This design comes from an exercise in tuning for small area on the open sky130 flow, not from production work. Function was checked by simulation only, so behaviour that the tests miss may differ from the original.

old:
==> flow/design.v <==
`timescale 1 ns/1 ns
module bBMU_213 (hd, Rx, c);
   output [1:0] hd;
   input  [1:0] Rx;
   input  [1:0] c;
   wire [1:0] x = Rx ^ c;
   assign hd = {x[1] & x[0], x[1] ^ x[0]};
endmodule
`timescale 1 ns/1 ns
module bACS_213 (ppm_out, Bx_out, ppm_a, hd_a, ppm_b, hd_b);
   output [3:0] ppm_out;
   output       Bx_out;
   input  [3:0] ppm_a;
   input  [1:0] hd_a;
   input  [3:0] ppm_b;
   input  [1:0] hd_b;
   function [3:0] satadd;
      input [3:0] p;
      input [1:0] h;
      reg   [3:0] c;     
      reg   [3:0] s;
      begin
         s[0] = p[0] ^ h[0];
         c[0] = p[0] & h[0];
         s[1] = p[1] ^ h[1] ^ c[0];
         c[1] = (p[1] & h[1]) | (p[1] & c[0]) | (h[1] & c[0]);
         s[2] = p[2] ^ c[1];
         c[2] = p[2] & c[1];
         s[3] = p[3] ^ c[2];
         c[3] = p[3] & c[2];
         satadd = s | {4{c[3]}};
      end
   endfunction
   function gt4;
      input [3:0] a;
      input [3:0] b;
      begin
         gt4 = (a[3] & ~b[3]) |
               (~(a[3] ^ b[3]) & ((a[2] & ~b[2]) |
               (~(a[2] ^ b[2]) & ((a[1] & ~b[1]) |
               (~(a[1] ^ b[1]) & (a[0] & ~b[0]))))));
      end
   endfunction
   wire [3:0] sa = satadd(ppm_a, hd_a);
   wire [3:0] sb = satadd(ppm_b, hd_b);
   assign Bx_out  = gt4(sa, sb);
   assign ppm_out = Bx_out ? sb : sa;
endmodule
`timescale 1 ns/1 ns
module bACSU_213 (m_out, d_out, up, lo, Rx);
   output [15:0] m_out;    
   output [3:0]  d_out;    
   input  [7:0]  up;       
   input  [7:0]  lo;       
   input  [1:0]  Rx;
   localparam [7:0] CA = {2'b10,2'b01,2'b11,2'b00};
   localparam [7:0] CB = {2'b01,2'b10,2'b00,2'b11};
   genvar s;
   generate
      for (s = 0; s < 4; s = s + 1) begin : g
         wire [1:0] hda, hdb;
         bBMU_213 BA (.hd(hda), .Rx(Rx), .c(CA[2*s+1:2*s]));
         bBMU_213 BB (.hd(hdb), .Rx(Rx), .c(CB[2*s+1:2*s]));
         bACS_213 ACS (.ppm_out(m_out[4*s+3:4*s]), .Bx_out(d_out[s]),
                       .ppm_a(up[4*(s/2)+3:4*(s/2)]), .hd_a(hda),
                       .ppm_b(lo[4*(s/2)+3:4*(s/2)]), .hd_b(hdb));
      end
   endgenerate
endmodule
`timescale 1 ns/1 ns
module bTBDECISION_213 (best_state, m);
   output [2:0]  best_state;
   input  [31:0] m;       
   wire [7:0] m3, m2, m1, m0;
   genvar i;
   generate
      for (i = 0; i < 8; i = i + 1) begin : g
         assign m3[i] = m[4*i+3];
         assign m2[i] = m[4*i+2];
         assign m1[i] = m[4*i+1];
         assign m0[i] = m[4*i];
      end
   endgenerate
   wire       a3 = ~&m3;
   wire [7:0] c3 = ~(m3 & {8{a3}});
   wire       a2 = |(c3 & ~m2);
   wire [7:0] c2 = c3 & ~(m2 & {8{a2}});
   wire       a1 = |(c2 & ~m1);
   wire [7:0] c1 = c2 & ~(m1 & {8{a1}});
   wire       a0 = |(c1 & ~m0);
   wire [7:0] c  = c1 & ~(m0 & {8{a0}});
   assign best_state[2] = ~(c[0] | c[1] | c[2] | c[3]);
   assign best_state[1] = ~(c[0] | c[1]) & (c[2] | c[3] | ~(c[4] | c[5]));
   assign best_state[0] = ~c[0] & (c[1] | ~c[2] & (c[3] | ~c[4] & (c[5] | ~c[6])));
endmodule
`timescale 1 ns/1 ns
module bSYNCERR_213 (error);
   output error;
   assign error = 1'b0;
endmodule
`timescale 1 ns/1 ns
module bCONTROL_213 (Dx, oe, Rx, seq_ready, reset, clock);
   output Dx;
   output oe;
   input [1:0] Rx;
   input       seq_ready;
   input       reset;
   input       clock;
   localparam [2:0] IDLE = 3'd0, LOAD = 3'd1, ADD = 3'd2, WRITE = 3'd3,
                    TRACE = 3'd4;
   reg [2:0]  state;
   reg [3:0]  cnt;             
   reg [4:0]  symbol_count;
   reg        oe;
   reg [2:0]  tb_reg;
   reg [3:0]  XA, XB, YA, YB, O1, O2, O3, O4;    
   reg [15:0] P [0:6];         
   wire [15:0] m_new;
   wire [3:0]  dec;
   wire [2:0]  min_state;
   reg  [1:0]  Rx_q;           
   wire        stage = (state == ADD);      
   wire        half  = (state == WRITE);    
   bACSU_213 ACSU (.m_out(m_new), .d_out(dec), .up({XB, XA}), .lo({YB, YA}),
                   .Rx(half ? ~Rx_q : Rx));
   bTBDECISION_213 TB (.best_state(min_state),
                       .m({O4, O3, YB, YA, O2, O1, XB, XA}));
   assign Dx = oe & tb_reg[0];
   always @(posedge clock)
      Rx_q <= Rx;
   always @(posedge clock)
     if (state == IDLE) begin
        XA <= 4'd0;  XB <= 4'd15; O1 <= 4'd15; O2 <= 4'd15;
        YA <= 4'd15; YB <= 4'd15; O3 <= 4'd15; O4 <= 4'd15;
     end else if (stage || half) begin
        XA <= O1;
        XB <= O2;
        YA <= stage ? O3 : m_new[3:0];
        YB <= stage ? O4 : m_new[7:4];
        O1 <= stage ? m_new[3:0] : O3;
        O2 <= stage ? m_new[7:4] : O4;
        O3 <= m_new[11:8];
        O4 <= m_new[15:12];
     end
   wire       p1 = ^Rx;              
   wire       p2 = ^Rx_q;            
   wire [2:0] enc1 = p1 ? {dec[3], dec[2], dec[0]} : {dec[1], dec[0], dec[2]};
   wire [2:0] enc2 = p2 ? {dec[3], dec[2], dec[0]} : {dec[1], dec[0], dec[2]};
   integer i;
   always @(posedge clock) begin
      for (i = 0; i < 3; i = i + 1) begin
        P[i]   <= {stage ? enc1[i] : P[i][0], P[i][15:1]};
        P[i+3] <= {P[i+3][0], half ? enc2[i] : P[i+3][15], P[i+3][14:1]};
      end
      P[6] <= {stage ? p1 : P[6][0], P[6][15:1]};
   end
   reg [6:0] col;
   integer k;
   always @(*)
     for (k = 0; k < 7; k = k + 1)
       case (cnt[1:0])
         2'd0: col[k] = P[k][1];
         2'd1: col[k] = P[k][13];
         2'd2: col[k] = P[k][9];
         default: col[k] = P[k][5];
       endcase
   wire cE = tb_reg[2] ? col[3] : col[0];
   wire cF = tb_reg[2] ? (tb_reg[0] ? col[5] : col[4])
                       : (tb_reg[0] ? col[2] : col[1]);
   wire tbit = (tb_reg[1] ^ col[6]) ? cE : cF;
   always @(posedge clock)
     if (stage)
       tb_reg <= min_state;
     else if (state == TRACE && cnt >= 2 && cnt <= 14)
       tb_reg <= {tbit, tb_reg[2:1]};
   always @(posedge clock or posedge reset)
     if (reset) begin
        state        <= IDLE;
        cnt          <= 0;
        symbol_count <= 0;
        oe           <= 0;
     end else begin
        oe <= 0;
        case (state)
          IDLE:  if (seq_ready) state <= LOAD;
          LOAD:  state <= ADD;
          ADD:   state <= WRITE;
          WRITE: if (symbol_count != 0 || cnt == 15-1) begin
                    cnt   <= 0;
                    state <= TRACE;
                 end else begin
                    cnt   <= cnt + 1'b1;
                    state <= LOAD;
                 end
          TRACE: begin
                    cnt <= cnt + 1'b1;
                    if (cnt == 4'd15) begin
                       if (symbol_count <= 15 + 3) begin
                          oe <= 1;
                          symbol_count <= symbol_count + 1'b1;
                          state <= LOAD;
                       end else if (symbol_count < 20 + 3) begin
                          oe <= 1;
                          symbol_count <= symbol_count + 1'b1;
                       end else
                          state <= IDLE;
                    end
                 end
          default: state <= IDLE;
        endcase
     end
endmodule
`timescale 1 ns/1 ns
module bVITERBI_213 (Dx,            
                     oe,            
                     sync_error,    
                     Rx,            
                     seq_ready,     
                     clock,
                     reset);
   output [1-1:0] Dx;
   output          oe;
   output          sync_error;
   input [2-1:0]  Rx;
   input           seq_ready;
   input           reset;
   input           clock;
   bCONTROL_213 U3 (.Dx(Dx), .oe(oe), .Rx(Rx), .seq_ready(seq_ready),
                    .reset(reset), .clock(clock));
   bSYNCERR_213 SE (.error(sync_error));
endmodule
==> flow/config.mk <==
export PLATFORM = sky130hd
export DESIGN_NAME = bVITERBI_213
export DESIGN_NICKNAME = bVITERBI_213
export VERILOG_FILES = /design/flow/design.v
export SDC_FILE = /design/flow/constraint.sdc
export NUM_CORES = 4
export LEC_CHECK = 0
export ABC_AREA = 1
export CAP_MARGIN = 0
export CORE_MARGIN = 2
export CORE_UTILIZATION = 50
export CTS_BUF_LIST = sky130_fd_sc_hd__clkbuf_8
export SLEW_MARGIN = 0
==> flow/constraint.sdc <==
create_clock -name core_clock -period 12.0 [get_ports {clock}]
set_input_delay 2.4000 -clock core_clock [delete_from_list [all_inputs] [get_ports {clock}]]
set_output_delay 2.4000 -clock core_clock [all_outputs]
set_load 0.01 [all_outputs]
standard.sh (not shown) runs the stock make flow with config.mk's settings and CLKGATE_MAP_FILE= SYNTH_SCRIPT=/design/flow/synth_recipe.tcl, a recipe that flattens the netlist after the stock synthesis.
==> flow/flow/run.sh <==
#!/bin/bash
# Layout flow: the standard flow (standard.sh), with a different ABC
# mapping script for the synthesis step and without Yosys's full/half-adder
# extraction, so that ABC maps the whole combinational logic itself.
# The clock tree is built without dummy loads, and the port buffers are
# the smallest buffer cell.
# Registers, their names and cell types are those of the standard synthesis.
set -e
cd "$(dirname "$0")/.."
WORK=$PWD
cp standard.sh flow_standard.sh.txt
rm -rf myscripts
cp -r "$FLOW_HOME/scripts" myscripts
cp flow/abc_area.script myscripts/abc_area.script
export SCRIPTS_DIR=$WORK/myscripts
export ADDER_MAP_FILE=
# clock tree: the standard arguments, without dummy loads on the clock nets
export CTS_ARGS="-sink_clustering_enable -repair_clock_nets -buf_list sky130_fd_sc_hd__clkbuf_8 -dont_use_dummy_load"
# port buffers: the smallest buffer cell
export BUFFER_PORTS_ARGS="-buffer_cell sky130_fd_sc_hd__buf_1"
bash standard.sh > standard.log 2>&1
==> flow/flow/abc_area.script <==
strash
dch -f
amap
Input-level comparison between new and old:
==> flow/design.v, changed modules only <==
module bCONTROL_213 (Dx, oe, Rx, seq_ready, reset, clock);
   output Dx;
   output oe;
   input [1:0] Rx;
   input       seq_ready;
   input       reset;
   input       clock;
   localparam [2:0] IDLE = 3'd0, LOAD = 3'd1, ADD = 3'd2, WRITE = 3'd3,
                    TRACE = 3'd4;
   reg [2:0]  state;
   reg [3:0]  cnt;             
   reg [4:0]  symbol_count;
   reg        oe;
   reg [2:0]  tb_reg;
   reg [3:0]  XA, XB, YA, YB, O1, O2, O3, O4;    
   reg [15:0] P [0:7];         
   wire [15:0] m_new;
   wire [3:0]  dec;
   wire [2:0]  min_state;
   reg  [1:0]  Rx_q;           
   wire        stage = (state == ADD);      
   wire        half  = (state == WRITE);    
   bACSU_213 ACSU (.m_out(m_new), .d_out(dec), .up({XB, XA}), .lo({YB, YA}),
                   .Rx(half ? ~Rx_q : Rx));
   bTBDECISION_213 TB (.best_state(min_state),
                       .m({O4, O3, YB, YA, O2, O1, XB, XA}));
   assign Dx = oe & tb_reg[0];
   always @(posedge clock)
      Rx_q <= Rx;
   always @(posedge clock)
     if (state == IDLE) begin
        XA <= 4'd0;  XB <= 4'd15; O1 <= 4'd15; O2 <= 4'd15;
        YA <= 4'd15; YB <= 4'd15; O3 <= 4'd15; O4 <= 4'd15;
     end else if (stage || half) begin
        XA <= O1;
        XB <= O2;
        YA <= stage ? O3 : m_new[3:0];
        YB <= stage ? O4 : m_new[7:4];
        O1 <= stage ? m_new[3:0] : O3;
        O2 <= stage ? m_new[7:4] : O4;
        O3 <= m_new[11:8];
        O4 <= m_new[15:12];
     end
   integer i;
   always @(posedge clock) begin
      for (i = 0; i < 4; i = i + 1)
        P[i] <= {stage ? dec[i] : P[i][0], P[i][15:1]};
      for (i = 0; i < 4; i = i + 1)
        P[i+4] <= {P[i+4][0], half ? dec[i] : P[i+4][15], P[i+4][14:1]};
   end
   wire [15:0] row = P[tb_reg];
   reg         tbit;
   always @(*)
     case (cnt[1:0])
       2'd0: tbit = row[1];
       2'd1: tbit = row[13];
       2'd2: tbit = row[9];
       default: tbit = row[5];
     endcase
   always @(posedge clock)
     if (stage)
       tb_reg <= min_state;
     else if (state == TRACE && cnt >= 2 && cnt <= 14)
       tb_reg <= {tbit, tb_reg[2:1]};
   always @(posedge clock or posedge reset)
     if (reset) begin
        state        <= IDLE;
        cnt          <= 0;
        symbol_count <= 0;
        oe           <= 0;
     end else begin
        oe <= 0;
        case (state)
          IDLE:  if (seq_ready) state <= LOAD;
          LOAD:  state <= ADD;
          ADD:   state <= WRITE;
          WRITE: if (symbol_count != 0 || cnt == 15-1) begin
                    cnt   <= 0;
                    state <= TRACE;
                 end else begin
                    cnt   <= cnt + 1'b1;
                    state <= LOAD;
                 end
          TRACE: begin
                    cnt <= cnt + 1'b1;
                    if (cnt == 4'd15) begin
                       if (symbol_count <= 15 + 3) begin
                          oe <= 1;
                          symbol_count <= symbol_count + 1'b1;
                          state <= LOAD;
                       end else if (symbol_count < 20 + 3) begin
                          oe <= 1;
                          symbol_count <= symbol_count + 1'b1;
                       end else
                          state <= IDLE;
                    end
                 end
          default: state <= IDLE;
        endcase
     end
endmodule
[summary]
- In the tables for old and new, number of cells on the critical path reads higher with old.
- new ended up with a higher die area than old did.
- Diff old -> new: via count increased 2.7%, count of pins over their slew limit essentially unchanged, worst hold slack increased 0.0047 ns.
- new ended up with a higher synthesized cell count than old did.
- The worst setup path startpoint comes out Rx[1] in one run and U3.state[1]$_DFFE_PP0P_ in the other, namely in new and old respectively.
- The final layout from new, which completed every stage, passed the timing, design-rule and antenna checks at the end of the flow.
- [new] combined global-route utilization of all metal layers fell 2.4 points relative to old

separate check: timing with driven ports:
How much do the figures lean on ideal ports? The routed layouts below were timed once more, with nothing changed but the port constraints.
Step 1 sets driving cells, clkbuf_16 on the clock port and buf_2 on the other inputs (assumed; they add their load-dependent delay and slew).
Step 2 times the ports against the registers' clock, not the clock port: input delays grow and output delays shrink by t, the midpoint of the rising clock arrivals with the driver on.
Slacks: no drivers / after step 1 / after step 2; pairs: no drivers / after step 1.
run | t, ns | slack for setup (ns) | clock arrival spread, ns
old | 0.466 | 6.181 / 6.181 / 5.747 | 0.028 / 0.029
new | 0.459 | 6.554 / 6.565 / 6.107 | 0.029 / 0.029
After both steps every run listed still meets setup and hold. For new, which loses most, drivers alone change the setup slack by +0.011 ns; drivers and shift together by -0.447 ns.
